What follows belongs to an exercise in optimizing a design on an open flow for small area; a production flow would make more cautious choices. The RTL was checked by simulation tests, not by an equivalence proof against the original design.

`design/flow/design.v`:
```
module top
  (
    input clk,
    input rstn,
    input en,
    input [15 : 0] xin,
    output y
  );
  integer i;
  function [23 : 0] add24;
    input [23 : 0] a;
    input [23 : 0] b;
    input ci;
    integer k;
    reg c;
    begin
      c = ci;
      for (k = 0; k < 24; k = k + 1)
      begin
        add24[k] = a[k] ^ b[k] ^ c;
        c = (a[k] & b[k]) | (c & (a[k] ^ b[k]));
      end
    end
  endfunction
  function geu16;
    input [15 : 0] a;
    input [15 : 0] b;
    integer k;
    reg c;
    begin
      c = 1'b1;
      for (k = 0; k < 16; k = k + 1)
        c = (a[k] & ~b[k]) | (c & (a[k] | ~b[k]));
      geu16 = c;
    end
  endfunction
  function ges16;
    input [15 : 0] a;
    input [15 : 0] b;
    begin
      ges16 = geu16({~a[15], a[14 : 0]}, {~b[15], b[14 : 0]});
    end
  endfunction
  function gec16;
    input [15 : 0] a;
    input [15 : 0] b;
    input ci;
    integer k;
    reg c;
    reg [15 : 0] x;
    reg [15 : 0] z;
    begin
      x = {~a[15], a[14 : 0]};
      z = {~b[15], b[14 : 0]};
      c = ci;
      for (k = 0; k < 16; k = k + 1)
        c = (x[k] & ~z[k]) | (c & (x[k] | ~z[k]));
      gec16 = c;
    end
  endfunction
  function [23 : 0] sx16;
    input [15 : 0] a;
    begin
      sx16 = {{8{a[15]}}, a};
    end
  endfunction
  reg [5 : 0] vcnt;
  wire vld1 = |vcnt;
  wire vld6 = vcnt[5] | vcnt[4] | vcnt[3] | (vcnt[2] & vcnt[1]);
  wire vld12 = vcnt[5] | vcnt[4] | (vcnt[3] & vcnt[2]);
  wire vld16 = vcnt[5] | vcnt[4];
  wire vld29 = vcnt[5] | (vcnt[4] & vcnt[3] & vcnt[2] & (vcnt[1] | vcnt[0]));
  wire vld32 = vcnt[5];
  reg [15 : 0] lx [0 : 11];
  reg [15 : 0] ly0_r, ly1_r;
  wire [15 : 0] ly0 = vld1 ? ly0_r : 16'd0;
  wire [15 : 0] ly1 = vld1 ? ly1_r : 16'd0;
  wire [15 : 0] lx0 = vld1 ? lx[0] : 16'd0;
  wire [15 : 0] lx5 = vld6 ? lx[5] : 16'd0;
  wire [15 : 0] lx11 = vld12 ? lx[11] : 16'd0;
  wire [23 : 0] yl_a = add24({7'd0, ~ly0[15], ly0[14 : 0], 1'b0}, {8'd0, ~lx0[15], lx0[14 : 0]}, 1'b0);
  wire [23 : 0] yl_b = add24(yl_a, {8'd0, ~lx11[15], lx11[14 : 0]}, 1'b0);
  wire [23 : 0] yl_c = add24({7'd0, ~ly1[15], ly1}, {7'd0, ~lx5[15], lx5[14 : 0], 1'b0}, 1'b0);
  wire [23 : 0] yl = add24(yl_b, ~yl_c, 1'b1);
  reg [15 : 0] hx [1 : 31];
  reg [1 : 0] hx0_lo_r;
  wire [1 : 0] hx0_lo = vld1 ? hx0_lo_r : 2'd0;
  wire [15 : 0] hx0 = {ly0[13 : 0], hx0_lo};
  wire [15 : 0] hx15 = vld16 ? hx[15] : 16'd0;
  wire [15 : 0] hx31 = vld32 ? hx[31] : 16'd0;
  reg [15 : 0] hy0_r;       
  wire [15 : 0] hy0 = vld1 ? hy0_r : 16'd0;
  wire [23 : 0] hz_a = add24({8'd0, ~hy0[15], hy0[14 : 0]}, {8'd0, ~hx0[15], hx0[14 : 0]}, 1'b0);
  wire [23 : 0] hz = add24({7'd0, ~hx31[15], hx31}, ~hz_a, 1'b1);
  wire [23 : 0] hpf_w = add24({8'd0, hx15}, {8'd0, hz[20 : 5]}, 1'b0);
  wire [15 : 0] hpf_out = hpf_w[15 : 0];
  reg [15 : 0] s1_r, s2_r, p0_r, p1_r;
  wire [15 : 0] s1 = vld1 ? s1_r : 16'd0;
  wire [15 : 0] s2 = vld1 ? s2_r : 16'd0;
  wire [15 : 0] p0 = vld1 ? p0_r : 16'd0;
  wire [15 : 0] p1 = vld1 ? p1_r : 16'd0;
  wire [23 : 0] dv_w = add24({8'd0, s1}, ~{8'd0, s2}, 1'b1);
  wire [14 : 0] e = dv_w[14 : 0];
  reg [23 : 0] sq_acc;
  reg [23 : 0] sq_row;
  integer si, sj;
  always @*
  begin
    sq_acc = 24'd0;
    for (si = 0; si < 8; si = si + 1)
      sq_acc[2 * si] = e[si];
    for (si = 0; si < 7; si = si + 1)
    begin
      sq_row = 24'd0;
      for (sj = si + 1; sj < 15; sj = sj + 1)
        if (si + sj + 1 < 16)
          sq_row[si + sj + 1] = e[si] & e[sj];
      sq_acc = add24(sq_acc, sq_row, 1'b0);
    end
  end
  wire [15 : 0] sq = sq_acc[15 : 0];
  wire [14 : 0] sq_c = {sq[15 : 2], sq[0]};    
  reg [14 : 0] ix [0 : 28];
  reg [20 : 0] racc_r;
  wire [20 : 0] racc = vld1 ? racc_r : 21'h0F0000;
  wire [15 : 0] ix28 = vld29 ? {ix[28][14 : 1], 1'b0, ix[28][0]} : 16'd0;
  wire [23 : 0] u0 = add24({3'd0, racc}, {8'd0, sq}, 1'b0);
  wire [4 : 0] w_hi = ix28[15] ? (sq[15] ? 5'h00 : 5'h1f) : (sq[15] ? 5'h01 : 5'h00);
  wire [23 : 0] racc_nx = add24(u0, ~{3'd0, w_hi, ix28}, 1'b1);
  wire sneg = ~(u0[20] | (&u0[19 : 16]));
  wire [23 : 0] u1 = add24(u0, sneg ? 24'd29 : 24'd0, 1'b0);
  reg [19 : 0] q15;
  reg [3 : 0] r15;
  reg [4 : 0] x15;
  integer di;
  always @*
  begin
    r15 = 4'd0;
    for (di = 20; di >= 1; di = di - 1)
    begin
      x15 = {r15, u1[di]};
      q15[di - 1] = x15[4] | (&x15[3 : 0]);
      if (q15[di - 1])
        r15 = x15[3 : 0] + 4'd1;
      else
        r15 = x15[3 : 0];
    end
  end
  wire [15 : 0] mwi = q15[15 : 0] ^ 16'h8000;
  reg [15 : 0] isum_r;
  wire [15 : 0] isum = vld1 ? isum_r : 16'd0;
  reg [15 : 0] a0_r, a1_r, peak_i;
  reg [1 : 0] gi_r;
  reg [2 : 0] gs_r;
  wire [1 : 0] gi = vld1 ? gi_r : 2'd0;
  wire [2 : 0] gs = vld1 ? gs_r : 3'd0;
  wire [15 : 0] a0 = vld1 ? a0_r : 16'd0;
  wire [15 : 0] a1 = vld1 ? a1_r : 16'd0;
  reg st_i;
  reg [15 : 0] peak_f;
  reg st_f;
  reg [5 : 0] c200i, c200f;
  reg fl200i, fl200f;
  reg [15 : 0] rrc;
  reg init_thrs, load, npu, spu;
  reg [1 : 0] state;
  reg [1 : 0] rr_counter;
  reg [15 : 0] peak_f_best, peak_i_sb, peak_f_sb;
  reg [15 : 0] spk_i, npk_i, spk_f, npk_f;
  reg [15 : 0] thri_1, thri_2, thrf_1, thrf_2;
  reg [15 : 0] sr1 [0 : 5];
  reg [15 : 0] sr2 [0 : 5];
  reg [15 : 0] avg_lim;    
  reg [15 : 0] avg_miss;   
  reg regular;
  wire [15 : 0] rr_interval = rrc;
  wire s1_gt_s2 = ~ges16(s2, s1);
  wire isum_gt_a0 = ~ges16(a0, isum);
  always @(posedge clk)
  begin
    if (en)
    begin
      lx[0] <= xin;
      for (i = 1; i < 12; i = i + 1)
        lx[i] <= lx[i - 1];
      hx[1] <= hx0;
      for (i = 2; i < 32; i = i + 1)
        hx[i] <= hx[i - 1];
      ix[0] <= sq_c;
      for (i = 1; i < 29; i = i + 1)
        ix[i] <= ix[i - 1];
      ly0_r <= yl[20 : 5];
      ly1_r <= ly0;
      hx0_lo_r <= yl[4 : 3];
      hy0_r <= hpf_out;
      s1_r <= hy0;
      s2_r <= s1;
      p0_r <= s2;
      p1_r <= p0;
      gs_r <= {gs[1 : 0], s1_gt_s2};
      racc_r <= racc_nx[20 : 0];
      isum_r <= mwi;
      a0_r <= isum;
      a1_r <= a0;
      gi_r <= {gi[0], isum_gt_a0};
    end
  end
  always @(posedge clk or negedge rstn)
  begin
    if (!rstn)
    begin
      vcnt <= 0;
    end
    else if (en)
    begin
      if (!vcnt[5])
        vcnt <= add24({18'd0, vcnt}, 24'd0, 1'b1);
    end
  end
  wire a1_gt_a2 = gi[1];
  wire a1_ge_a0 = ~gi[0];
  wire a1_gt_pk = ~ges16(peak_i, a1);
  wire p1_gt_p2 = gs[2];
  wire p1_ge_p0 = ~gs[1];
  wire p1_gt_pk = ~ges16(peak_f, p1);
  always @(posedge clk or negedge rstn)
  begin
    if (!rstn)
    begin
      st_i <= 0;
      peak_f <= 0;
      st_f <= 0;
    end
    else if (en)
    begin
      if (a1_gt_a2 && a1_ge_a0)
      begin
        if (c200i == 0 || a1_gt_pk)
          st_i <= 1;
      end
      else
        st_i <= 0;
      if (p1_gt_p2 && p1_ge_p0)
      begin
        if (c200f == 0 || p1_gt_pk)
        begin
          peak_f <= p1;
          st_f <= 1;
        end
      end
      else
        st_f <= 0;
    end
  end
  always @(posedge clk)
  begin
    if (en && a1_gt_a2 && a1_ge_a0 && (c200i == 0 || a1_gt_pk))
      peak_i <= a1;
  end
  wire [23 : 0] c200i_inc = add24({18'd0, c200i}, 24'd0, 1'b1);
  wire [23 : 0] c200f_inc = add24({18'd0, c200f}, 24'd0, 1'b1);
  wire [23 : 0] rrc_inc = add24({8'd0, rrc}, 24'd0, 1'b1);
  always @(posedge clk or negedge rstn)
  begin
    if (!rstn)
    begin
      c200i <= 0;
      fl200i <= 0;
      c200f <= 0;
      fl200f <= 0;
      rrc <= 0;
    end
    else
    begin
      if (en && st_i)
      begin
        c200i <= 1;
        fl200i <= 0;
      end
      else if (en)
      begin
        if (c200i == 0)
          fl200i <= 0;
        else if (c200i == 40)
        begin
          c200i <= 0;
          fl200i <= 1;
        end
        else
          c200i <= c200i_inc[5 : 0];
      end
      if (en && st_f)
      begin
        c200f <= 1;
        fl200f <= 0;
      end
      else if (en)
      begin
        if (c200f == 0)
          fl200f <= 0;
        else if (c200f == 40)
        begin
          c200f <= 0;
          fl200f <= 1;
        end
        else
          c200f <= c200f_inc[5 : 0];
      end
      if (spu)
        rrc <= 1;
      else if (load || (en && state == 2'd0 && fl200i))
        rrc <= 0;
      else if (en)
        rrc <= rrc_inc[15 : 0];
    end
  end
  function [17 : 0] div25;
    input [15 : 0] a;
    reg [23 : 0] n;
    reg [4 : 0] r;
    reg [5 : 0] x;
    reg [12 : 0] q;
    integer k;
    begin
      n = {a[15], a[15], a[15], a[15], a[15], a[15], a, 2'b00};
      n = add24(n, 24'd102400, 1'b0);
      r = 5'd0;
      for (k = 17; k >= 0; k = k - 1)
      begin
        x = {r, n[k]};
        if (k < 13)
          q[k] = (x >= 6'd25);
        if (x >= 6'd25)
          r = x - 6'd25;
        else
          r = x[4 : 0];
      end
      div25 = {q, r};
    end
  endfunction
  wire [17 : 0] dl = div25(avg_lim);
  wire [12 : 0] ql = dl[17 : 5];      
  wire [4 : 0] rl = dl[4 : 0];
  wire [17 : 0] dm = div25(avg_miss);
  wire [12 : 0] qm = dm[17 : 5];
  wire [4 : 0] rm = dm[4 : 0];
  wire [23 : 0] qsl = {{12{~ql[12]}}, ql[11 : 0]};
  wire [23 : 0] qsm = {{12{~qm[12]}}, qm[11 : 0]};
  wire [23 : 0] rrhigh_w = add24(sx16(avg_lim), qsl, rl >= 5'd13);
  wire [23 : 0] ql_p1 = add24(qsl, 24'd0, 1'b1);
  wire [23 : 0] rrlow_w = add24(sx16(avg_lim), ~{ql_p1[23], ql_p1[23 : 1]}, 1'b1);
  wire bonus_m = avg_miss[0] ? (avg_miss[15] ? (rm != 5'd0) : 1'b1) : (rm >= 5'd13);
  wire [23 : 0] rm_a = add24(sx16(avg_miss), {{9{avg_miss[15]}}, avg_miss[15 : 1]}, bonus_m);
  wire [23 : 0] rrmiss_w = add24(rm_a, qsm, 1'b0);
  wire [15 : 0] rrlow = rrlow_w[15 : 0];
  wire [15 : 0] rrhigh = rrhigh_w[15 : 0];
  wire [15 : 0] rrmiss = rrmiss_w[15 : 0];
  wire s200ms_flag = fl200i;
  wire rru = spu & (state == 2'd3);
  wire pi_t1 = gec16(peak_i, thri_1, state[0]);
  wire pf_t1 = gec16(peak_f_best, thrf_1, state[0]);
  wire pi_gt_max = ~ges16(spk_i, peak_i);
  wire pf_gt_max = ~ges16(spk_f, peak_f_best);
  wire pi_gt_sb = ~ges16(peak_i_sb, peak_i);
  wire rr_ge_72 = (|rrc[15 : 7]) | (rrc[6] & (rrc[5] | rrc[4] | rrc[3]));
  wire rr_gt_miss = ~geu16(rrmiss, rrc);
  wire sbi_ge_t2 = ges16(peak_i_sb, thri_2);
  wire sbf_ge_t2 = ges16(peak_f_sb, thrf_2);
  wire [23 : 0] mean_i = add24({8'd0, npk_i}, {8'd0, peak_i}, 1'b0);
  wire [23 : 0] mean_f = add24({8'd0, npk_f}, {8'd0, peak_f_best}, 1'b0);
  always @(posedge clk or negedge rstn)
  begin
    if (!rstn)
    begin
      init_thrs <= 0;
      load <= 0;
      npu <= 0;
      spu <= 0;
      state <= 0;
      rr_counter <= 0;
      peak_f_best <= 0;
    end
    else if (en)
    begin
      if (fl200f == 1)
        peak_f_best <= peak_f;
      case (state)
        2'd0:
        begin
          if (s200ms_flag == 1)
          begin
            state <= 2'd1;
            rr_counter <= 0;
          end
        end
        2'd1:
        begin
          if (rrc == 16'd401)
          begin
            init_thrs <= 1;
            state <= 2'd2;
          end
        end
        2'd2:
        begin
          init_thrs <= 0;
          if (s200ms_flag == 1)
          begin
            if (pi_t1 && pf_t1)
              spu <= 1;
            else
            begin
              npu <= 1;
              load <= 1;
            end
            rr_counter <= rr_counter + 1;
          end
          else
          begin
            spu <= 0;
            npu <= 0;
            load <= 0;
          end
          if (rr_counter == 2)
          begin
            rr_counter <= 0;
            state <= 2'd3;
          end
        end
        2'd3:
        begin
          if (s200ms_flag == 1)
          begin
            if (pi_t1 && pf_t1)
            begin
              npu <= 0;
              spu <= 1;
            end
            else
            begin
              npu <= 1;
              spu <= 0;
            end
          end
          else
          begin
            spu <= 0;
            npu <= 0;
            load <= 0;
          end
          if (rr_gt_miss)
          begin
            if (sbi_ge_t2 && sbf_ge_t2)
            begin
              npu <= 0;
              spu <= 1;
              load <= 1;
            end
          end
        end
      endcase
      if (load == 1)
        load <= 0;
    end
  end
  wire [15 : 0] sel_i = load ? 16'd0 : peak_i;
  wire [15 : 0] sel_f = load ? 16'd0 : peak_f;
  function [15 : 0] upd8;
    input [15 : 0] p;
    input [15 : 0] k;
    reg [23 : 0] w;
    reg [23 : 0] b;
    reg c;
    begin
      w = add24(sx16(p), ~sx16(k), 1'b1);                  
      b = add24({{3{w[23]}}, w[23 : 3]}, sx16(k), 1'b0);    
      c = b[16] ? (w[2] & (w[1] | w[0])) : w[2];
      b = add24(b, 24'd0, c);
      upd8 = b[15 : 0];
    end
  endfunction
  wire [15 : 0] base_i = spu ? spk_i : npk_i;
  wire [15 : 0] base_f = spu ? spk_f : npk_f;
  wire [15 : 0] new_i = upd8(sel_i, base_i);
  wire [15 : 0] new_f = upd8(sel_f, base_f);
  wire [15 : 0] nspk_i = init_thrs ? (spk_i >> 1) : (spu ? new_i : spk_i);
  wire [15 : 0] nnpk_i = init_thrs ? (npk_i >> 3) : (npu ? new_i : npk_i);
  wire [15 : 0] nspk_f = init_thrs ? (spk_f >> 1) : (spu ? new_f : spk_f);
  wire [15 : 0] nnpk_f = init_thrs ? (npk_f >> 3) : (npu ? new_f : npk_f);
  function [31 : 0] thr;
    input [15 : 0] s;
    input [15 : 0] n;
    input init;
    reg [23 : 0] d;
    reg [23 : 0] a;
    reg [23 : 0] t1;
    reg [23 : 0] t2;
    reg c;
    begin
      d = add24({8'd0, s}, ~{8'd0, n}, 1'b1);
      a = add24(sx16(n), {{10{init ? 1'b0 : d[15]}}, d[15 : 2]}, 1'b0);
      c = a[16] ? (d[1] & d[0]) : d[1];
      t1 = add24(a, 24'd0, init ? 1'b0 : c);
      if (init)
        t2 = {9'd0, t1[15 : 1]};
      else
        t2 = add24({8'd0, t1[15], t1[15 : 1]}, 24'd0, t1[0] & ~t1[15]);
      thr = {t2[15 : 0], t1[15 : 0]};
    end
  endfunction
  function [15 : 0] half_t;
    input [15 : 0] t;
    reg [23 : 0] u;
    begin
      u = add24({8'd0, t[15], t[15 : 1]}, 24'd0, t[0] & t[15]);
      half_t = u[15 : 0];
    end
  endfunction
  wire [31 : 0] thr_i = thr(nspk_i, nnpk_i, init_thrs);
  wire [31 : 0] thr_f = thr(nspk_f, nnpk_f, init_thrs);
  wire upd = init_thrs | spu | npu;
  wire [15 : 0] thi1_p = upd ? thr_i[15 : 0] : thri_1;
  wire [15 : 0] thf1_p = upd ? thr_f[15 : 0] : thrf_1;
  wire [15 : 0] nthi1 = regular ? half_t(thi1_p) : thi1_p;
  wire [15 : 0] nthf1 = regular ? half_t(thf1_p) : thf1_p;
  always @(posedge clk)
  begin
    if (en)
    begin
      if (!state[1])
      begin
        if (s200ms_flag)
        begin
          if (!state[0])
          begin
            spk_i <= peak_i;
            npk_i <= peak_i;
            spk_f <= peak_f_best;
            npk_f <= peak_f_best;
          end
          else
          begin
            if (pi_gt_max)
              spk_i <= peak_i;
            if (pf_gt_max)
              spk_f <= peak_f_best;
            npk_i <= {1'b0, mean_i[15 : 1]};
            npk_f <= {1'b0, mean_f[15 : 1]};
          end
        end
      end
      else
      begin
        npk_i <= nnpk_i;
        spk_i <= nspk_i;
        npk_f <= nnpk_f;
        spk_f <= nspk_f;
      end
      thri_1 <= state[1] ? nthi1 : 16'd0;
      thri_2 <= upd ? thr_i[31 : 16] : thri_2;
      thrf_1 <= state[1] ? nthf1 : 16'd0;
      thrf_2 <= upd ? thr_f[31 : 16] : thrf_2;
    end
  end
  wire [15 : 0] rrc_b = {~rrc[15], rrc[14 : 0]};
  wire [23 : 0] sum1_a = add24({8'd0, rrc_b}, {8'd0, sr1[1]}, 1'b0);
  wire [23 : 0] sum1_b = add24(sum1_a, {8'd0, sr1[2]}, 1'b0);
  wire [23 : 0] sum1_c = add24(sum1_b, {8'd0, sr1[3]}, 1'b0);
  wire [23 : 0] sum1_d = add24(sum1_c, {8'd0, sr1[4]}, 1'b0);
  wire [23 : 0] sum1_e = add24(sum1_d, {8'd0, sr1[5]}, 1'b0);
  wire [23 : 0] sum2_a = add24({8'd0, rrc_b}, {8'd0, sr2[1]}, 1'b0);
  wire [23 : 0] sum2_b = add24(sum2_a, {8'd0, sr2[2]}, 1'b0);
  wire [23 : 0] sum2_c = add24(sum2_b, {8'd0, sr2[3]}, 1'b0);
  wire [23 : 0] sum2_d = add24(sum2_c, {8'd0, sr2[4]}, 1'b0);
  wire [23 : 0] sum2_e = add24(sum2_d, {8'd0, sr2[5]}, 1'b0);
  wire [23 : 0] sum1_f = add24({5'd0, sum1_e[18 : 0]}, 24'h050000, 1'b0);
  wire [23 : 0] sum2_f = add24({5'd0, sum2_e[18 : 0]}, 24'h050000, 1'b0);
  wire [23 : 0] sum1 = {{5{sum1_f[18]}}, sum1_f[18 : 0]};
  wire [23 : 0] sum2 = {{5{sum2_f[18]}}, sum2_f[18 : 0]};
  wire [23 : 0] avg1_w = add24({{3{sum1[23]}}, sum1[23 : 3]}, 24'd0, sum1[18] & (sum1[2 : 0] != 3'd0));
  wire [23 : 0] avg2_w = add24({{3{sum2[23]}}, sum2[23 : 3]}, 24'd0, sum2[18] & (sum2[2 : 0] != 3'd0));
  wire [15 : 0] avg1 = avg1_w[15 : 0];
  wire [15 : 0] avg2 = avg2_w[15 : 0];
  wire in_range = ges16(rrc, rrlow) && ges16(rrhigh, rrc);
  always @(posedge clk)
  begin
    if (en)
    begin
      if (state != 2'd3)
      begin
        for (i = 0; i < 6; i = i + 1)
        begin
          sr1[i] <= 16'h80c8;    
          sr2[i] <= 16'h80c8;
        end
        avg_lim <= 200;
        avg_miss <= 200;
      end
      else if (spu)
      begin
        sr1[0] <= rrc_b;
        for (i = 1; i < 6; i = i + 1)
          sr1[i] <= sr1[i - 1];
        if (in_range)
        begin
          sr2[0] <= rrc_b;
          for (i = 1; i < 6; i = i + 1)
            sr2[i] <= sr2[i - 1];
          avg_lim <= avg1;
          avg_miss <= avg2;
        end
        else
          avg_miss <= avg1;
      end
    end
  end
  always @(posedge clk or negedge rstn)
  begin
    if (!rstn)
      regular <= 0;
    else if (en)
      regular <= rru & !in_range;
  end
  always @(posedge clk)
  begin
    if (en)
    begin
      if (state != 2'd3)
      begin
        peak_i_sb <= 0;
        peak_f_sb <= 0;
      end
      else
      begin
        if (s200ms_flag)
        begin
          if (pi_t1 && pf_t1)
          begin
            peak_i_sb <= 0;
            peak_f_sb <= 0;
          end
          else if (pi_gt_sb && rr_ge_72)
          begin
            peak_i_sb <= peak_i;
            peak_f_sb <= peak_f_best;
          end
        end
        if (rr_gt_miss && sbi_ge_t2 && sbf_ge_t2)
        begin
          peak_i_sb <= 0;
          peak_f_sb <= 0;
        end
      end
    end
  end
  assign y = (rstn | en) ? (load | spu) : 1'b0;
endmodule
```
`design/flow/flow/run.sh`:
```
#!/bin/bash
# Standard layout, except that synthesis maps the logic with an area-oriented
# ABC script (flow/abc_area.script).  Yosys, its register handling and every
# later step are the standard ones: synthesis runs with a copy of the ORFS
# scripts folder that differs only in abc_area.script, and the remaining
# steps run with the stock scripts.
set -euo pipefail
here=$(pwd)
rm -rf "$here/synth_scripts"
cp -r "$FLOW_HOME/scripts" "$here/synth_scripts"
cp "$here/flow/abc_area.script" "$here/synth_scripts/abc_area.script"
SCRIPTS_DIR="$here/synth_scripts" bash standard.sh synth > "$here/synth.log" 2>&1
bash standard.sh > "$here/layout.log" 2>&1
```
`design/flow/flow/abc_area.script`:
```
strash
dc2
dch -f
amap -m -F 2 -A 8
topo
stime -c
```
`design/flow/standard.sh`:
```
#!/bin/bash
# synth_recipe.tcl (not shown) runs the flow's synth.tcl, then flattens the netlist and writes it again
# the make line also repeats each setting of config.mk as NAME=value (left out here)
make -C /OpenROAD-flow-scripts/flow DESIGN_CONFIG=/design/flow/config.mk WORK_HOME=/design/flow/orfs CLKGATE_MAP_FILE= SYNTH_SCRIPT=/design/flow/synth_recipe.tcl "${@:-finish}"
```
`design/flow/config.mk`:
```
export PLATFORM = sky130hd
export DESIGN_NAME = top
export DESIGN_NICKNAME = top
export VERILOG_FILES = /design/flow/design.v
export SDC_FILE = /design/flow/constraint.sdc
export NUM_CORES = 4
export LEC_CHECK = 0
export ABC_AREA = 1
export CAP_MARGIN = 20
export CORE_MARGIN = 2
export CORE_UTILIZATION = 80
export CTS_CLUSTER_DIAMETER = 90
export CTS_CLUSTER_SIZE = 24
export SLEW_MARGIN = 20
```
`design/flow/constraint.sdc`:
```
create_clock -name core_clock -period 80.0 [get_ports {clk}]
set_input_delay 16.0000 -clock core_clock [delete_from_list [all_inputs] [get_ports {clk}]]
set_output_delay 16.0000 -clock core_clock [all_outputs]
set_load 0.01 [all_outputs]
```
==> impl_metrics.tcl, run 1 <==
set metrics [dict create \
    status "complete, no violations" \
    fillers 4702 \
    r2r_setup_slack_ns 39.57 \
    fin_crit_sh_pct 50.54 \
    cts_hold_buf 0 \
    drive_above_1_share_pct 2.930 \
    synth_top_area_share_pct 60.43 \
    die_h_um 328.5 \
    detail_route.first_pass.iterations 9 \
    grt_usage_pct 36.90 \
    grt_pass1_wl_um 294700 \
    yosysMostFrequentCell "edfxtp_1" \
    start_util_pct 80.36 \
    syn_area_um2 84230 \
    fin_setup_tns_ns 0 \
    relSlewSlack_pct 18.68 \
    cts_buffers 86 \
    drv_cap 0 \
    final_hold_viol_count 0 \
    cts.sinks 1774 \
    max_stage_delay_ns 0.62 \
    clk_pin_slew_ns 0.11 \
    register_area_um2 52880 \
    io_pins 20 \
    worst_pin_slew_ns 1.220 \
    area_growth_pct 5.885 \
    cts.htree.levels 3 \
    hold_path_class "register to register" \
    cts_resized 0 \
    vias_per_cell 6.731 \
    drc 0 \
    period_needed_ns 40.43 \
    synth.area.top_cells "edfxtp_1 60%, fa_1 13%, ha_1 5.8%, clkinv_1 4.2%, dfrtp_1 2.3%" \
    fmax_ghz 0.02473 \
    end_kind "register" \
    cts_buffer_depth 3 \
    post_cts_buffers 0 \
    finalInstanceArea_um2 89190 \
    tritoncts "done" \
    final_max_slew_viol_count 0 \
    synth_common_cells "1695 x edfxtp_1, 933 x clkinv_1, 551 x fa_1" \
    antenna_left 0 \
    die_w_um 328.5 \
    multiInputGateArea_um2 27920 \
    rows 119 \
    crit_required_ns 80.49 \
    cts-root-buf "clkbuf_16" \
    ys_types 50 \
    setup_viol 0 \
    critPathSlowestCell "dfrtp_1" \
    syn_inst 5809 \
    port_buffers 19 \
    antenna_found_initial 10 \
    clk_latency_ns 0.74 \
    r2r_cells 173 \
    syn_area_per_cell_um2 14.50 \
    gp_congestion 0.9114 \
    path_class "register to register" \
    grt_max_degree 214 \
    grt_pass1_vias 50320 \
    drt-total-wl_um 194500 \
    cp_num_cells 173 \
    crit_fanout 49 \
    grt_overflow 0 \
    finClkSkew_ns 0.04930 \
    rsz0062_at_grt "no" \
    routedWlPerCell_um 26.27 \
    placed_area_um2 86690 \
    mappedNetlistNets 6767 \
    ys_ff_latch 1774 \
    synth-edff-count 1695 \
    die_area_um2 107900 \
    hold_depth 0 \
    drt_iter0_drc 7305 \
    start_kind "register" \
    post-route-util_pct 85.09 \
    synth_largest_area_cell "edfxtp_1" \
    vias 49840 \
    ys_async_sr_fraction_pct 4.453 \
    crit_family "adder cells" \
    synth_ff_type "edfxtp_1" \
    hpwl_um 122800 \
    critical_path_arrival_ns 40.93 \
    seq_area_frac_synth_pct 62.77 \
    nets 6929 \
    crit_path_frequent_cell "clkinv_1" \
    path_buf_inv 49 \
    ys_warn_count 6 \
    core-area_um2 104800 \
]
cell type report:
class                           count  share of cell area [%]
Sequential cell                  1774                   59.29
Multi-Input combinational cell   3102                   31.30
Inverter                          933                   3.929
Clock buffer                      108                   2.529
Tap cell                         1391                   1.951
Timing Repair Buffer               74                  0.7351
Clock inverter                     16                  0.2483
Antenna cell                        6                 0.01683
metrics by stage:
stage | hold WS (ns) | std cells | setup slack [ns]
after global placement | 0.4000 | 7274 | 44.72
after detailed placement | 0.4045 | 7274 | 41.93
final | 0.4111 | 7404 | 39.57
after global routing | 0.4081 | 7398 | 37.04
after floorplan | 0.4003 | 5809 | 44.80
after CTS | 0.4112 | 7398 | 40.91
layout by cell type, fill, tap and decap left out, types with 19 or more instances in the layout:
cell type,Yosys,layout
a222oi_1,28,28
or2_0,55,55
clkinv_1,933,931
nand2_1,272,272
clkbuf_1,0,21
clkbuf_16,0,87
o22a_1,22,22
a31oi_1,56,56
o21ai_0,266,266
nor2b_1,191,190
dfrtp_1,79,76
a21oi_1,235,233
nor3_1,28,28
a22oi_1,41,41
buf_4,0,53
o22ai_1,280,280
o221a_1,34,34
fa_1,551,551
o221ai_1,31,31
edfxtp_1,1695,1695
o21a_1,40,39
ha_1,388,388
o21bai_1,19,19
nor2_1,400,397
flip-flops by register name, indices dropped and copies added, names as in the netlist, 21 cells and up:
signal / count
hx: 495
ix: 435
lx: 192
sr1: 96
sr2: 96
racc_r: 21
logic make-up (layout without fill, tap and decap cells):
kind of cell,count (synthesis),count (layout),share of synthesized area [%]
AOI/OAI and AO/OA,1165,1165,8.828
other,0,6,0
buffers and inverters,933,1131,4.158
and+or+nand+nor,997,997,5.371
adders and majority gates,939,939,18.86
DFF,1774,1774,62.77
xor gates and xnor gates,1,1,0.01040
final timing paths:
path | start | to
max in group asynchronous | rstn | peak_f[10]$_DFFE_PN0P_
min in group asynchronous | rstn | c200i[4]$_DFFE_PN0P_
hold reg to reg | hx[7][11]$_DFFE_PP_ | hx[8][11]$_DFFE_PP_
setup reg to reg | vcnt[4]$_DFFE_PN0P_ | isum_r[0]$_DFFE_PP_
setup / recovery | vcnt[4]$_DFFE_PN0P_ | isum_r[0]$_DFFE_PP_
hold / removal | hx[7][11]$_DFFE_PP_ | hx[8][11]$_DFFE_PP_
layer usage:
metal / global-route usage, % / up-vias / part of all wire [%] / wire [um]
li1: - / 21110 / - / -
met1: 47.15 / 24380 / 34 / 66080
met2: 60.51 / 3465 / 49 / 95760
met3: 8.008 / 874 / 10 / 20190
met4: 19.27 / 8 / 6.4 / 12430
met5: 0.1775 / - / 0.039 / 76
==> inputs of run 2 (changes only) <==
--- a/design/flow/config.mk
+++ b/design/flow/config.mk
@@ -10,3 +10,3 @@
 export CORE_MARGIN = 2
-export CORE_UTILIZATION = 80
+export CORE_UTILIZATION = 65
 export CTS_CLUSTER_DIAMETER = 90
==> run 2 against run 1 <==
Still clean; non-clock buffer count is 4 higher; via count is 9.3% lower; core utilization is 15 points lower; die area is 23% higher; hold slack worse by 0.012 ns; clock skew is 0.034 ns higher; first-iteration DRC count is 44% lower; register-to-register slack better by 2.5 ns; critical path depth stayed put; critical path type unchanged; critical endpoint unchanged; highest routed layer is now met4.
==> impl_metrics.tcl, run 2 <==
set metrics [dict create \
    synthAdderAreaFrac_pct 18.86 \
    drt-total-wl_um 160000 \
    critical_path_arrival_ns 38.39 \
    grt_overflow 0 \
    critPathSlowestCell "dfrtp_1" \
    start_util_pct 65.30 \
    post-route-util_pct 69.60 \
    synth_compound_area_share_pct 8.828 \
    antenna_found_initial 5 \
    core-area_um2 129000 \
    synthSimpleGateAreaFrac_pct 5.371 \
    hp-start "hx[16][9]$_DFFE_PP_" \
    area_growth_pct 6.576 \
    relSlewSlack_pct 26.31 \
    mappedNetlistNets 6767 \
    end_kind "register" \
    top_regs "hx x495, ix x435, lx x192" \
    syn_area_per_cell_um2 14.50 \
    cts_buffers 87 \
    cts.sinks 1774 \
    setup_viol 0 \
    r2r_cells 173 \
    crit_path_frequent_cell "clkinv_1" \
    fillers 8824 \
    ys_types 50 \
    vias_per_cell 5.832 \
    clk_pin_slew_ns 0.10 \
    place_ws_ns 42.68 \
    cts_resized 0 \
    finClkSkew_ns 0.08363 \
    critPathLaunch "vcnt[4]$_DFFE_PN0P_" \
    port_buffers 19 \
    post_cts_buffers 0 \
    antenna_left 0 \
    hpwl_um 111300 \
    final_hold_viol_count 0 \
    cts.htree.levels 3 \
    clk_latency_ns 0.77 \
    syn_inst 5809 \
    seq_area_frac_synth_pct 62.77 \
    fin_setup_tns_ns 0 \
    synth_top_area_share_pct 60.43 \
    crit_fanout 24 \
    drv_cap 0 \
    ys_warn_count 6 \
    finalInstanceArea_um2 89770 \
    syn_area_um2 84230 \
    top_register "hx" \
    dp_cells 7628 \
    tritoncts "done" \
    final_cell_mix "1695 x edfxtp_1, 931 x clkinv_1, 551 x fa_1, 398 x nor2_1, 388 x ha_1" \
    grt_usage_pct 24.83 \
    synth.area.top_cells "edfxtp_1 60%, fa_1 13%, ha_1 5.8%, clkinv_1 4.2%, dfrtp_1 2.3%" \
    die_area_um2 132500 \
    hold_path_end "hx[17][9]$_DFFE_PP_" \
    largest_reg_flops 495 \
    rows 132 \
    max_stage_delay_ns 0.70 \
    grt_pass1_wl_um 253300 \
    yosysMostFrequentCell "edfxtp_1" \
    synth_mux_area_share_pct 0 \
    vias 45190 \
    io_pins 20 \
    placed_area_um2 87180 \
    cts_hold_buf 0 \
    fin_crit_sh_pct 47.42 \
    r2r-end "isum_r[0]$_DFFE_PP_" \
    worst_pin_slew_ns 1.105 \
    start_kind "register" \
    fin_hold_ws_ns 0.3988 \
    die_h_um 364.0 \
    fin_ws_ns 42.07 \
    hold_depth 0 \
    synth_top_family_by_area "adder cells" \
    synth-edff-count 1695 \
    synth_largest_area_cell "edfxtp_1" \
    grt_pass1_vias 45400 \
    period_needed_ns 37.93 \
    drc 0 \
    path_class "register to register" \
    synth_ff_type "edfxtp_1" \
    grt_max_degree 208 \
    cts_buffer_depth 3 \
    status "complete, no violations" \
    rr_startpoint "vcnt[4]$_DFFE_PN0P_" \
    ys_ff_latch 1774 \
    hold_path_class "register to register" \
    r2r_setup_slack_ns 42.07 \
    rsz0062_at_grt "no" \
    routedWlPerCell_um 20.65 \
    crit_required_ns 80.46 \
    die_w_um 364.0 \
    synth_xor_area_share_pct 0.01040 \
    cts-root-buf "clkbuf_16" \
    layout_commonest_cell "edfxtp_1" \
    diodes 0 \
    fmax_ghz 0.02636 \
    detail_route.first_pass.iterations 7 \
    final_max_slew_viol_count 0 \
    drive_above_1_share_pct 3.096 \
    nets 6934 \
    stdcell_count 7749 \
    ys_async_sr_fraction_pct 4.453 \
    drt_iter0_drc 4099 \
    gp_congestion 0.8672 \
    synth_common_cells "1695 x edfxtp_1, 933 x clkinv_1, 551 x fa_1" \
]
run 2: logic make-up after synthesis:
kind of cell | Yosys count
flip-flops | 1774
AO/OA/AOI/OAI | 1165
AND/OR/NAND/NOR | 997
adder cells (fa/ha/maj) | 939
buffers and inverters | 933
XOR/XNOR | 1
run 2: critical path, delay by kind of cell, from the launching register on:
family / cells / cell delay, ns
adders and majority gates: 60 / 16.79
AOI/OAI and AO/OA: 39 / 9.74
buffers and inverters: 48 / 6.01
and+or+nand+nor: 26 / 4.36
DFF: 1 / 0.70
run 2: layer usage:
| metal | wire [um] | track usage (%) | share of wire, % | vias up |
|---|---|---|---|---|
| met5 | 0 | 0 | 0 | - |
| met4 | 4989 | 7.729 | 3.1 | 0 |
| met3 | 7318 | 3.035 | 4.6 | 260 |
| met2 | 77540 | 40.69 | 48 | 1105 |
| met1 | 70170 | 35.41 | 44 | 22690 |
| li1 | - | - | - | 21140 |
run 2: how the worst max path moves through the flow:
| stage | endpoint | slack [ns] |
|---|---|---|
| 4_1_cts | isum_r[0]$_DFFE_PP_ | 42.50 |
| 3_5_place_dp | isum_r[0]$_DFFE_PP_ | 42.68 |
| 5_1_grt | isum_r[0]$_DFFE_PP_ | 38.91 |
| 6_report | isum_r[0]$_DFFE_PP_ | 42.07 |
| 2_1_floorplan | isum_r[0]$_DFFE_PP_ | 44.80 |
| 3_3_place_gp | isum_r[0]$_DFFE_PP_ | 44.73 |
run 2: area by class of cell:
type | count | area (um^2) | area share, %
clock buffers | 98 | 2240 | 2.495
clock inverters | 22 | 337.8 | 0.3763
inverters | 933 | 3506 | 3.905
multi-input cells | 3102 | 27920 | 31.10
flip-flops and latches | 1774 | 52880 | 58.90
well taps | 1742 | 2180 | 2.428
repair buffers | 78 | 708.2 | 0.7889
==> inputs of run 3 (changes only) <==
--- a/design/flow/design.v
+++ b/design/flow/design.v
@@ -368,4 +368,2 @@
   wire sbf_ge_t2 = ges16(peak_f_sb, thrf_2);
-  wire [23 : 0] mean_i = add24({8'd0, npk_i}, {8'd0, peak_i}, 1'b0);
-  wire [23 : 0] mean_f = add24({8'd0, npk_f}, {8'd0, peak_f_best}, 1'b0);
   always @(posedge clk or negedge rstn)
@@ -467,20 +465,17 @@
   wire [15 : 0] sel_f = load ? 16'd0 : peak_f;
-  function [15 : 0] upd8;
-    input [15 : 0] p;
-    input [15 : 0] k;
-    reg [23 : 0] w;
-    reg [23 : 0] b;
-    reg c;
-    begin
-      w = add24(sx16(p), ~sx16(k), 1'b1);                  
-      b = add24({{3{w[23]}}, w[23 : 3]}, sx16(k), 1'b0);    
-      c = b[16] ? (w[2] & (w[1] | w[0])) : w[2];
-      b = add24(b, 24'd0, c);
-      upd8 = b[15 : 0];
-    end
-  endfunction
   wire [15 : 0] base_i = spu ? spk_i : npk_i;
   wire [15 : 0] base_f = spu ? spk_f : npk_f;
-  wire [15 : 0] new_i = upd8(sel_i, base_i);
-  wire [15 : 0] new_f = upd8(sel_f, base_f);
+  wire learn = ~state[1];
+  wire [23 : 0] w_i = add24(sx16(sel_i), ~sx16(base_i), 1'b1);
+  wire [23 : 0] w_f = add24(sx16(sel_f), ~sx16(base_f), 1'b1);
+  wire [23 : 0] b_i = add24(learn ? {8'd0, peak_i} : {{3{w_i[23]}}, w_i[23 : 3]}, sx16(base_i), 1'b0);
+  wire [23 : 0] b_f = add24(learn ? {8'd0, peak_f_best} : {{3{w_f[23]}}, w_f[23 : 3]}, sx16(base_f), 1'b0);
+  wire c_i = b_i[16] ? (w_i[2] & (w_i[1] | w_i[0])) : w_i[2];
+  wire c_f = b_f[16] ? (w_f[2] & (w_f[1] | w_f[0])) : w_f[2];
+  wire [23 : 0] n_i = add24(b_i, 24'd0, c_i);
+  wire [23 : 0] n_f = add24(b_f, 24'd0, c_f);
+  wire [15 : 0] new_i = n_i[15 : 0];
+  wire [15 : 0] new_f = n_f[15 : 0];
+  wire [23 : 0] mean_i = b_i;
+  wire [23 : 0] mean_f = b_f;
   wire [15 : 0] nspk_i = init_thrs ? (spk_i >> 1) : (spu ? new_i : spk_i);
==> run 3 against run 2 <==
Largest cell class unchanged; critical path depth unchanged; critical path type unchanged; maximum frequency is 0.38% lower; clock skew down 0.056 ns.
==> impl_metrics.tcl, run 3 <==
set metrics [dict create \
    status "complete, no violations" \
    diodes 0 \
    antenna_found_initial 2 \
    ys_types 53 \
    drv_cap 0 \
    start_kind "register" \
    yosysMostFrequentCell "edfxtp_1" \
    grt_usage_pct 24.63 \
    gp_congestion 0.8753 \
    synth-edff-count 1695 \
    max_stage_delay_ns 0.72 \
    nets 6946 \
    rr_startpoint "vcnt[4]$_DFFE_PN0P_" \
    tritoncts "done" \
    hp-start "lx[2][6]$_DFFE_PP_" \
    setup_viol 0 \
    synth.area.top_cells "edfxtp_1 61%, fa_1 12%, ha_1 5.8%, clkinv_1 4.1%, dfrtp_1 2.4%" \
    die_h_um 363.3 \
    ys_async_sr_fraction_pct 4.453 \
    clk_latency_ns 0.72 \
    hold_depth 0 \
    io_pins 20 \
    syn_inst 5842 \
    end_kind "register" \
    drt-total-wl_um 159000 \
    final_max_slew_viol_count 0 \
    crit_required_ns 80.48 \
    cts-root-buf "clkbuf_16" \
    routedWlPerCell_um 20.62 \
    cts.htree.levels 3 \
    final_cell_mix "1695 x edfxtp_1, 921 x clkinv_1, 523 x fa_1, 451 x nor2_1, 388 x ha_1" \
    antenna_left 0 \
    drive_above_1_share_pct 3.240 \
    clk_pin_slew_ns 0.10 \
    layout_commonest_cell "edfxtp_1" \
    post_cts_buffers 0 \
    cts_buffers 87 \
    grt_overflow 0 \
    cts.sinks 1774 \
    area_growth_pct 6.556 \
    path_buf_inv 51 \
    cts_buffer_depth 3 \
    core-area_um2 127800 \
    synth_largest_area_cell "edfxtp_1" \
    critPathSlowestCell "fa_1" \
    detail_route.first_pass.iterations 6 \
    fin_crit_sh_pct 47.60 \
    crit_family "adder cells" \
    hold_path_class "register to register" \
    final_hold_viol_count 0 \
    cts_resized 0 \
    ys_ff_latch 1774 \
    crit_fanout 41 \
    seq_area_frac_synth_pct 63.00 \
    mappedNetlistNets 6772 \
    critical_path_arrival_ns 38.56 \
    port_buffers 19 \
    grt_pass1_vias 45220 \
    syn_area_um2 83930 \
    vias 45520 \
    hpwl_um 111000 \
    cp_num_cells 173 \
    fin_setup_tns_ns 0 \
    die_w_um 363.3 \
    fin_ws_ns 41.92 \
    vias_per_cell 5.903 \
    cts_hold_buf 0 \
    die_area_um2 132000 \
    worst_pin_slew_ns 1.070 \
    synth_common_cells "1695 x edfxtp_1, 925 x clkinv_1, 523 x fa_1" \
    rsz0062_at_grt "no" \
    top_regs "hx x495, ix x435, lx x192" \
    top_register "hx" \
    crit_path_frequent_cell "clkinv_1" \
    fmax_ghz 0.02626 \
    largest_reg_flops 495 \
    drt_iter0_drc 4078 \
    finClkSkew_ns 0.02757 \
    ys_warn_count 6 \
    start_util_pct 65.65 \
    r2r_cells 173 \
    relSlewSlack_pct 28.56 \
    synth_ff_type "edfxtp_1" \
    grt_max_degree 185 \
    syn_area_per_cell_um2 14.37 \
    period_needed_ns 38.08 \
    synth_top_area_share_pct 60.64 \
    path_class "register to register" \
    drc 0 \
    rows 131 \
    critPathLaunch "vcnt[4]$_DFFE_PN0P_" \
    place_ws_ns 42.76 \
    grt_pass1_wl_um 250200 \
]
[run 3: path summary, 6_finish.rpt]
check	to	slack, ns
setup / recovery	isum_r[0]$_DFFE_PP_	41.92
hold / removal	lx[3][6]$_DFFE_PP_	0.41
setup reg to reg	isum_r[0]$_DFFE_PP_	41.92
hold reg to reg	lx[3][6]$_DFFE_PP_	0.41
max in group asynchronous	state[1]$_DFFE_PN0P_	63.93
min in group asynchronous	rrc[4]$_DFFE_PN0P_	15.09
[run 3: worst register-to-register path: cells and delay by family, from the launching register on]
| kind | cells | cell delay, ns |
|---|---|---|
| compound gates | 38 | 9.67 |
| fa+ha+maj | 59 | 16.43 |
| buf+inv | 51 | 6.67 |
| simple gates | 25 | 4.40 |
| flops | 1 | 0.71 |
[run 3: layout make-up]
class,count,area (um^2)
Clock inverter,18,301.5
Fill cell,8693,38410
Tap cell,1662,2079
Clock buffer,105,2297
Timing Repair Buffer,85,743.2
Sequential cell,1774,52880
Inverter,925,3476
Multi-Input combinational cell,3143,27660
[run 3: cell families after synthesis]
group | Yosys count | synth area share (%)
adders and majority gates | 911 | 18.26
DFF | 1774 | 63.00
xor gates and xnor gates | 2 | 0.02087
and+or+nand+nor | 1053 | 5.648
AOI/OAI and AO/OA | 1177 | 8.938
buffers and inverters | 925 | 4.137
[run 3: per-layer routing]
layer | global-route usage, % | wire length, um | vias up
met1 | 34.49 | 67720 | 22880
met2 | 41.19 | 78880 | 1146
met5 | 0 | 0 | -
met3 | 2.713 | 7587 | 243
met4 | 7.859 | 4833 | 0
li1 | - | - | 21250
[run 3: stage by stage]
| step | cell area [um^2] | cells | hold slack, ns | util [%] |
|---|---|---|---|---|
| 2_1_floorplan | 83930 | 5842 | 0.4003 | - |
| 3_3_place_gp | 86820 | 7587 | 0.4004 | 67.91 |
| 3_5_place_dp | 86820 | 7587 | 0.4045 | 67.91 |
| 4_1_cts | 89420 | 7710 | 0.4103 | 69.94 |
| 5_1_grt | 89440 | 7712 | 0.4206 | 69.96 |
| 6_report | 89440 | 7712 | 0.4108 | 69.96 |
==> inputs of run 4 (changes only) <==
--- a/design/flow/design.v
+++ b/design/flow/design.v
@@ -230,3 +230,2 @@
       st_i <= 0;
-      peak_f <= 0;
       st_f <= 0;
@@ -245,6 +244,3 @@
         if (c200f == 0 || p1_gt_pk)
-        begin
-          peak_f <= p1;
           st_f <= 1;
-        end
       end
@@ -270,3 +266,2 @@
       fl200f <= 0;
-      rrc <= 0;
     end
@@ -308,8 +303,29 @@
       end
-      if (spu)
-        rrc <= 1;
-      else if (load || (en && state == 2'd0 && fl200i))
-        rrc <= 0;
-      else if (en)
-        rrc <= rrc_inc[15 : 0];
+    end
+  end
+  always @(posedge clk)
+  begin
+    if (spu)
+      rrc <= 1;
+    else if (load || (en && state == 2'd0 && fl200i))
+      rrc <= 0;
+    else if (en)
+      rrc <= rrc_inc[15 : 0];
+  end
+  always @(posedge clk)
+  begin
+    if (en)
+    begin
+      if (!vld1)
+      begin
+        peak_f <= 0;
+        peak_f_best <= 0;
+      end
+      else
+      begin
+        if (p1_gt_p2 && p1_ge_p0 && (c200f == 0 || p1_gt_pk))
+          peak_f <= p1;
+        if (fl200f)
+          peak_f_best <= peak_f;
+      end
     end
@@ -378,3 +394,2 @@
       rr_counter <= 0;
-      peak_f_best <= 0;
     end
@@ -382,4 +397,2 @@
     begin
-      if (fl200f == 1)
-        peak_f_best <= peak_f;
       case (state)
==> run 4 against run 3 <==
Still clean on timing, DRC and antenna; hold slack lost 0.0095 ns; clock skew grew 0.015 ns; register-to-register slack lost 0.53 ns; critical path depth shrank 8; cell count shrank 0.21%; critical endpoint unchanged; largest cell class unchanged.
==> impl_metrics.tcl, run 4 <==
set metrics [dict create \
    status "complete, no violations" \
    largest_reg_flops 495 \
    final_max_slew_viol_count 0 \
    grt_pass1_wl_um 247200 \
    cts-root-buf "clkbuf_16" \
    layout_commonest_cell "edfxtp_1" \
    top_register "hx" \
    drc 0 \
    tritoncts "done" \
    start_kind "register" \
    antenna_left 0 \
    drt_iter0_drc 4111 \
    antenna_found_initial 0 \
    synth_largest_area_cell "edfxtp_1" \
    crit_required_ns 80.48 \
    die_w_um 363.3 \
    syn_inst 5821 \
    synth.area.top_cells "edfxtp_1 62%, fa_1 12%, ha_1 5.8%, clkinv_1 4.1%, nor2_1 2.0%" \
    fmax_ghz 0.02590 \
    grt_max_degree 140 \
    post-route-util_pct 69.87 \
    mappedNetlistNets 6751 \
    setup_viol 0 \
    fin_ws_ns 41.39 \
    drt-total-wl_um 155800 \
    cts_resized 0 \
    area_growth_pct 6.468 \
    end_kind "register" \
    met1_usage_pct 36.68 \
    synth_ff_type "edfxtp_1" \
    place_ws_ns 41.80 \
    grt_pass1_vias 44580 \
    synth-edff-count 1727 \
    drv_cap 0 \
    finClkSkew_ns 0.04255 \
    final_cell_mix "1727 x edfxtp_1, 910 x clkinv_1, 523 x fa_1, 432 x nor2_1, 388 x ha_1" \
    final_hold_viol_count 0 \
    syn_area_um2 83900 \
    fin_crit_sh_pct 48.26 \
    met2_usage_pct 37.96 \
    core-area_um2 127800 \
    ys_warn_count 6 \
    vias 45240 \
    seq_area_frac_synth_pct 63.12 \
    busiest_layer "met2" \
    detail_route.first_pass.iterations 7 \
    crit_fanout 37 \
    cts_buffers 87 \
    yosysMostFrequentCell "edfxtp_1" \
    top_regs "hx x495, ix x435, lx x192" \
    nets 6918 \
    ys_types 48 \
    port_buffers 19 \
    relSlewSlack_pct 24.37 \
    grt_usage_pct 24.20 \
    routedWlPerCell_um 20.25 \
    syn_area_per_cell_um2 14.41 \
    path_class "register to register" \
    ys_ff_latch 1774 \
    met3_usage_pct 3.106 \
    io_pins 20 \
    grt_overflow 0 \
    synth_common_cells "1727 x edfxtp_1, 912 x clkinv_1, 523 x fa_1" \
    vias_per_cell 5.879 \
    clk_latency_ns 0.73 \
    die_area_um2 132000 \
    die_h_um 363.3 \
    hpwl_um 108400 \
    worst_pin_slew_ns 1.123 \
    hold_path_class "register to register" \
    post_cts_buffers 0 \
    cts.htree.levels 3 \
    cts_hold_buf 0 \
    critPathSlowestCell "dfrtp_1" \
    synth_top_area_share_pct 61.81 \
    clk_pin_slew_ns 0.09 \
    critical_path_arrival_ns 39.08 \
    start_util_pct 65.63 \
    period_needed_ns 38.61 \
    fin_setup_tns_ns 0 \
    rsz0062_at_grt "no" \
    drive_above_1_share_pct 3.066 \
    gp_congestion 0.8825 \
    cts_buffer_depth 3 \
    crit_path_frequent_cell "clkinv_1" \
    max_stage_delay_ns 0.72 \
    rows 131 \
    r2r_setup_slack_ns 41.39 \
    ys_async_sr_fraction_pct 1.747 \
    cts.sinks 1774 \
]
run 4: cell families after synthesis:
kind of cell               share of synthesized area (%)
DFF                                                63.12
AOI/OAI and AO/OA                                  8.640
and+or+nand+nor                                    5.898
buffers and inverters                              4.080
adders and majority gates                          18.27
run 4: final timing paths:
path,start,endpoint,depth (start not counted)
worst max-delay path,vcnt[5]$_DFFE_PN0P_,isum_r[0]$_DFFE_PP_,165
worst min-delay path,lx[2][7]$_DFFE_PP_,lx[3][7]$_DFFE_PP_,0
worst max register to register,vcnt[5]$_DFFE_PN0P_,isum_r[0]$_DFFE_PP_,165
worst min register to register,lx[2][7]$_DFFE_PP_,lx[3][7]$_DFFE_PP_,0
max in group asynchronous,rstn,state[1]$_DFFE_PN0P_,2
min in group asynchronous,rstn,fl200f$_DFFE_PN0P_,2
run 4: final cells by class:
type | instances | area (um^2)
Clock inverter | 20 | 304.0
Multi-Input combinational cell | 3135 | 27600
Inverter | 912 | 3431
Clock buffer | 114 | 2278
Sequential cell | 1774 | 52960
Fill cell | 8660 | 38520
Timing Repair Buffer | 78 | 671.9
Tap cell | 1662 | 2079
Antenna cell | 1 | 2.502
run 4: layer usage:
layer  wire, um  vias to the layer above
met1      71600                    22610
met5          0                        -
met4       3413                        0
li1           -                    21200
met2      72300                     1213
met3       8499                      215
run 4: critical path: cells and delay by family (launching register included):
| kind | cells | cell delay (ns) |
|---|---|---|
| fa+ha+maj | 58 | 16.39 |
| flops | 1 | 0.72 |
| simple gates | 24 | 4.36 |
| compound gates | 38 | 10.66 |
| buf+inv | 45 | 6.20 |
run 4: metrics by stage:
stage / area, um^2 / hold slack (ns) / cells
after global placement: 86720 / 0.4001 / 7560
after floorplan: 83900 / 0.4003 / 5821
after global routing: 89330 / 0.3977 / 7695
final: 89330 / 0.4014 / 7696
after CTS: 89310 / 0.4036 / 7694
after detailed placement: 86720 / 0.4045 / 7560
==> inputs of run 5 (changes only) <==
--- a/design/flow/design.v
+++ b/design/flow/design.v
@@ -255,4 +255,4 @@
   end
-  wire [23 : 0] c200i_inc = add24({18'd0, c200i}, 24'd0, 1'b1);
-  wire [23 : 0] c200f_inc = add24({18'd0, c200f}, 24'd0, 1'b1);
+  wire [5 : 0] c200i_inc = {c200i[4 : 0], c200i[5] ^ c200i[4]};
+  wire [5 : 0] c200f_inc = {c200f[4 : 0], c200f[5] ^ c200f[4]};
   wire [23 : 0] rrc_inc = add24({8'd0, rrc}, 24'd0, 1'b1);
@@ -278,3 +278,3 @@
           fl200i <= 0;
-        else if (c200i == 40)
+        else if (c200i == 6'h37)
         begin
@@ -295,3 +295,3 @@
           fl200f <= 0;
-        else if (c200f == 40)
+        else if (c200f == 6'h37)
         begin
--- a/design/flow/config.mk
+++ b/design/flow/config.mk
@@ -10,3 +10,3 @@
 export CORE_MARGIN = 2
-export CORE_UTILIZATION = 65
+export CORE_UTILIZATION = 80
 export CTS_CLUSTER_DIAMETER = 90
==> run 5 against run 4 <==
Maximum frequency decreased by 9.3%; flip-flop and latch count unchanged; global-route usage increased by 16 points; synthesized cell count decreased by 0.36%; via count increased by 16%; sequential share of layout area increased by 0.30 points; setup slack got worse by 3.9 ns; cell count decreased by 3.8%; register-to-register slack got worse by 3.9 ns; critical endpoint unchanged.
==> impl_metrics.tcl, run 5 <==
set metrics [dict create \
    synthAdderAreaFrac_pct 18.20 \
    yosysMostFrequentCell "edfxtp_1" \
    synth_ff_type "edfxtp_1" \
    hpwl_um 127800 \
    syn_area_per_cell_um2 14.45 \
    drt_iter0_drc 8832 \
    synth-edff-count 1727 \
    grt_pass1_vias 51950 \
    period_needed_ns 42.56 \
    worst_pin_slew_ns 1.172 \
    rsz0062_at_grt "no" \
    crit_family "adder cells" \
    synth_top_family_by_area "adder cells" \
    crit_fanout 58 \
    fin_crit_sh_pct 53.20 \
    cts.htree.levels 3 \
    clk_latency_ns 0.73 \
    synth.area.top_cells "edfxtp_1 62%, fa_1 12%, ha_1 5.7%, clkinv_1 4.0%, nor2_1 2.0%" \
    drt-total-wl_um 219200 \
    final_cell_mix "1727 x edfxtp_1, 884 x clkinv_1, 523 x fa_1, 445 x nor2_1, 382 x ha_1" \
    synth_largest_area_cell "edfxtp_1" \
    die_area_um2 107400 \
    layout_commonest_cell "edfxtp_1" \
    synth_xor_area_share_pct 0.02090 \
    port_buffers 19 \
    hold_path_class "register to register" \
    ys_warn_count 6 \
    crit_path_frequent_cell "clkinv_1" \
    finClkSkew_ns 0.04424 \
    path_class "register to register" \
    final_hold_viol_count 0 \
    cts_buffer_depth 3 \
    seq_area_frac_synth_pct 63.19 \
    critical_path_arrival_ns 43.04 \
    post_cts_buffers 0 \
    synth_top_area_share_pct 61.88 \
    critPathSlowestCell "dfrtp_1" \
    relSlewSlack_pct 21.04 \
    fin_setup_tns_ns 0 \
    core-area_um2 103600 \
    antenna_left 0 \
    routedWlPerCell_um 29.60 \
    ys_async_sr_fraction_pct 1.747 \
    fmax_ghz 0.02350 \
    die_h_um 327.7 \
    final_max_slew_viol_count 0 \
    area_growth_pct 6.048 \
    vias 52260 \
    crit_required_ns 80.48 \
    vias_per_cell 7.056 \
    grt_usage_pct 40.53 \
    grt_pass1_wl_um 319700 \
    start_kind "register" \
    clk_pin_slew_ns 0.12 \
    drc 0 \
    drv_cap 0 \
    drive_above_1_share_pct 2.977 \
    synthSimpleGateAreaFrac_pct 5.642 \
    cts-root-buf "clkbuf_16" \
    detail_route.first_pass.iterations 9 \
    grt_overflow 0 \
    mappedNetlistNets 6724 \
    synth_compound_area_share_pct 8.972 \
    syn_inst 5800 \
    nets 6890 \
    gp_congestion 0.9588 \
    tritoncts "done" \
    start_util_pct 80.86 \
    synth_common_cells "1727 x edfxtp_1, 888 x clkinv_1, 523 x fa_1" \
    top_regs "hx x495, ix x435, lx x192" \
    max_stage_delay_ns 0.87 \
    setup_viol 0 \
    fin_hold_ws_ns 0.4090 \
    end_kind "register" \
    antenna_found_initial 15 \
    path_buf_inv 45 \
    rows 118 \
    synth_mux_area_share_pct 0 \
    ys_ff_latch 1774 \
    largest_reg_flops 495 \
    cts_buffers 86 \
    cts_hold_buf 0 \
    cts.sinks 1774 \
    grt_max_degree 224 \
    status "complete, no violations" \
    die_w_um 327.7 \
    cts_resized 0 \
    top_register "hx" \
    ys_types 50 \
    syn_area_um2 83800 \
    io_pins 20 \
]
==> run 5: cell types whose count changed in the layout (fill, tap and decap cells not counted), sizes merged, moves of 8 or more <==
cell    change
clkinv     -32
o21ai      +35
a21oi      +21
nor2       +11
o21a        +8
diode      +13
a22o        +8
o31ai      +10
a222oi     -19
nand2b     -12
o211ai     -10
nand2      -53
==> run 5: area by class of cell <==
cell class | count | area, um^2
flip-flops and latches | 1774 | 52960
clock buffers | 121 | 2326
inverters | 888 | 3338
multi-input cells | 3138 | 27580
fillers | 4345 | 14770
well taps | 1380 | 1727
diodes | 14 | 35.03
repair buffers | 78 | 711.9
clock inverters | 13 | 197.7
==> run 5: logic make-up (layout without fill, tap and decap cells) <==
family	count (synthesis)	in the layout
compound gates	1182	1182
xor+xnor	2	2
fa+ha+maj	905	905
buf+inv	888	1100
flops	1774	1774
other cells	0	14
simple gates	1049	1049
==> run 5: path summary, 6_finish.rpt <==
path                       slack, ns              endpoint                 from  cells after the start
setup reg to reg               37.44   isum_r[0]$_DFFE_PP_  vcnt[4]$_DFFE_PN0P_                    165
hold / removal                  0.41   ix[23][7]$_DFFE_PP_  ix[22][7]$_DFFE_PP_                      0
setup / recovery               37.44   isum_r[0]$_DFFE_PP_  vcnt[4]$_DFFE_PN0P_                    165
max in group asynchronous      63.83  state[1]$_DFFE_PN0P_                 rstn                      1
hold reg to reg                 0.41   ix[23][7]$_DFFE_PP_  ix[22][7]$_DFFE_PP_                      0
min in group asynchronous      15.45   vcnt[4]$_DFFE_PN0P_                 rstn                      1
==> run 5: per-layer routing <==
layer / part of all wire, % / track usage (%)
met4: 8.0 / 23.18
met5: 0.041 / 0
met3: 13 / 10.94
met2: 46 / 63.54
met1: 33 / 52.21
==> run 5: worst reg2reg max path: cells and delay by family (launching register included) <==
kind                       cells  cell delay (ns)
DFF                            1             0.87
AOI/OAI and AO/OA             39            11.41
xor gates and xnor gates       1             0.29
buffers and inverters         45             7.28
and+or+nand+nor               24             5.58
adders and majority gates     56            16.90
==> run 5: through the flow <==
step,utilization [%],instance area (um^2),instances,worst slack [ns]
3_5_place_dp,83.22,86260,7256,42.90
2_1_floorplan,-,83800,5800,45.22
3_3_place_gp,83.22,86250,7256,45.81
6_report,85.75,88870,7406,37.44
4_1_cts,85.66,88780,7390,40.41
5_1_grt,85.72,88840,7394,36.58
==> inputs of run 6 (changes only) <==
--- a/design/flow/config.mk
+++ b/design/flow/config.mk
@@ -10,3 +10,3 @@
 export CORE_MARGIN = 2
-export CORE_UTILIZATION = 80
+export CORE_UTILIZATION = 65
 export CTS_CLUSTER_DIAMETER = 90
==> run 6 against run 5 <==
Cell area grew 0.40%; setup slack gained 5.2 ns; hold slack lost 0.0027 ns; wire length shrank 29%; non-clock buffer count grew 1; synthesized area is the same; via count shrank 14%; flip-flop and latch count is the same; critical endpoint unchanged.
==> impl_metrics.tcl, run 6 <==
set metrics [dict create \
    cts_resized 0 \
    layout_commonest_cell "edfxtp_1" \
    setup_viol 0 \
    ys_ff_latch 1774 \
    antenna_left 0 \
    crit_required_ns 80.48 \
    drc 0 \
    antenna_found_initial 2 \
    placed_area_um2 86650 \
    hold_depth 0 \
    end_kind "register" \
    cts_hold_buf 0 \
    synth.area.top_cells "edfxtp_1 62%, fa_1 12%, ha_1 5.7%, clkinv_1 4.0%, nor2_1 2.0%" \
    yosysMostFrequentCell "edfxtp_1" \
    synth-edff-count 1727 \
    worst_pin_slew_ns 1.140 \
    fin_setup_tns_ns 0 \
    cts_buffers 87 \
    nets 6892 \
    ys_types 50 \
    fmax_ghz 0.02680 \
    synth_ff_type "edfxtp_1" \
    hold_path_end "hx[27][0]$_DFFE_PP_" \
    cts-root-buf "clkbuf_16" \
    hp-start "hx[26][0]$_DFFE_PP_" \
    die_area_um2 131800 \
    drive_above_1_share_pct 3.133 \
    clk_pin_slew_ns 0.10 \
    grt_pass1_vias 44980 \
    final_max_slew_viol_count 0 \
    ys_async_sr_fraction_pct 1.747 \
    stdcell_count 7662 \
    multiInputGateArea_um2 27590 \
    rr_startpoint "vcnt[5]$_DFFE_PN0P_" \
    ys_warn_count 6 \
    register_area_um2 52960 \
    synth_largest_area_cell "edfxtp_1" \
    r2r_cells 165 \
    max_stage_delay_ns 0.68 \
    status "complete, no violations" \
    top_layer "met4" \
    hold_path_class "register to register" \
    cts.htree.levels 3 \
    vias 44890 \
    final_hold_viol_count 0 \
    mappedNetlistNets 6724 \
    drt_iter0_drc 4293 \
    final_cell_mix "1727 x edfxtp_1, 884 x clkinv_1, 523 x fa_1, 443 x nor2_1, 382 x ha_1" \
    cts.sinks 1774 \
    drv_cap 0 \
    gp_congestion 0.8971 \
    rows 131 \
    dp_cells 7540 \
    synth_common_cells "1727 x edfxtp_1, 888 x clkinv_1, 523 x fa_1" \
    grt_overflow 0 \
    io_pins 20 \
    syn_area_per_cell_um2 14.45 \
    top_regs "hx x495, ix x435, lx x192" \
    top_register "hx" \
    critical_path_arrival_ns 37.80 \
    r2r_setup_slack_ns 42.69 \
    die_w_um 363.1 \
    crit_family "adder cells" \
    cts_buffer_depth 3 \
    syn_inst 5800 \
    r2r-end "isum_r[0]$_DFFE_PP_" \
    fillers 8658 \
    start_util_pct 65.63 \
    path_class "register to register" \
]
## run 6: area by class of cell
type                            instances  share of cell area [%]
Sequential cell                      1774                   59.35
Timing Repair Buffer                   79                  0.8147
Inverter                              888                   3.741
Clock inverter                         17                  0.3015
Clock buffer                          104                   2.535
Tap cell                             1662                   2.331
Multi-Input combinational cell       3138                   30.92
## run 6: worst max path at each step
stage	startpoint	to	slack [ns]	depth (start not counted)
after floorplan	vcnt[5]$_DFFE_PN0P_	isum_r[0]$_DFFE_PP_	45.22	161
after global placement	vcnt[5]$_DFFE_PN0P_	isum_r[0]$_DFFE_PP_	45.20	165
after detailed placement	vcnt[5]$_DFFE_PN0P_	isum_r[0]$_DFFE_PP_	43.15	165
after CTS	vcnt[5]$_DFFE_PN0P_	isum_r[0]$_DFFE_PP_	43.09	165
after global routing	vcnt[5]$_DFFE_PN0P_	isum_r[0]$_DFFE_PP_	39.17	168
final	vcnt[5]$_DFFE_PN0P_	isum_r[0]$_DFFE_PP_	42.69	165
## run 6: cells by family (layout without fill, tap and decap cells)
| family | count (synthesis) | in the layout | share of synthesized area, % |
|---|---|---|---|
| compound gates | 1182 | 1182 | 8.972 |
| xor+xnor | 2 | 2 | 0.02091 |
| fa+ha+maj | 905 | 905 | 18.20 |
| buf+inv | 888 | 1088 | 3.977 |
| flops | 1774 | 1774 | 63.19 |
| simple gates | 1049 | 1049 | 5.642 |
## run 6: through the flow
stage | utilization, % | worst slack (ns) | hold WS, ns
2_1_floorplan | - | 45.22 | 0.4003
3_3_place_gp | 67.87 | 45.20 | 0.4003
3_5_place_dp | 67.87 | 43.15 | 0.4045
4_1_cts | 69.85 | 43.09 | 0.4079
5_1_grt | 69.88 | 39.17 | 0.4140
6_report | 69.88 | 42.69 | 0.4063
## run 6: routing by layer
layer / vias to the layer above / track usage, %
met1: 22370 / 36.11
met5: - / 0
met2: 1185 / 39.14
met3: 214 / 2.895
met4: 0 / 6.379
li1: 21120 / -

## afterwards: timing with drivers on the ports
The flow's constraints put no driver on any port. The routed layouts listed below were extracted and timed again, unchanged, in two steps.
Step 1 sets driving cells, clkbuf_16 on the clock port and buf_2 on the other inputs (assumed; they add their load-dependent delay and slew).
Step 2 also shifts input and output timing later by t, the mid clock arrival at the registers, as if the neighbouring blocks saw the same clock.
Three values: ideal, step 1, step 2; two values: the first two.
run	t, ns	slack for setup (ns)	cell pins on the clock port's net
run 1	0.794	39.565 / 39.565 / 39.565	1
run 2	0.807	42.066 / 42.066 / 42.066	1
run 3	0.784	41.922 / 41.922 / 41.922	1
run 4	0.781	41.392 / 41.392 / 41.392	1
run 5	0.781	37.442 / 37.442 / 37.442	1
run 6	0.794	42.687 / 42.687 / 42.687	1
After both steps setup and hold are still met in every run listed.
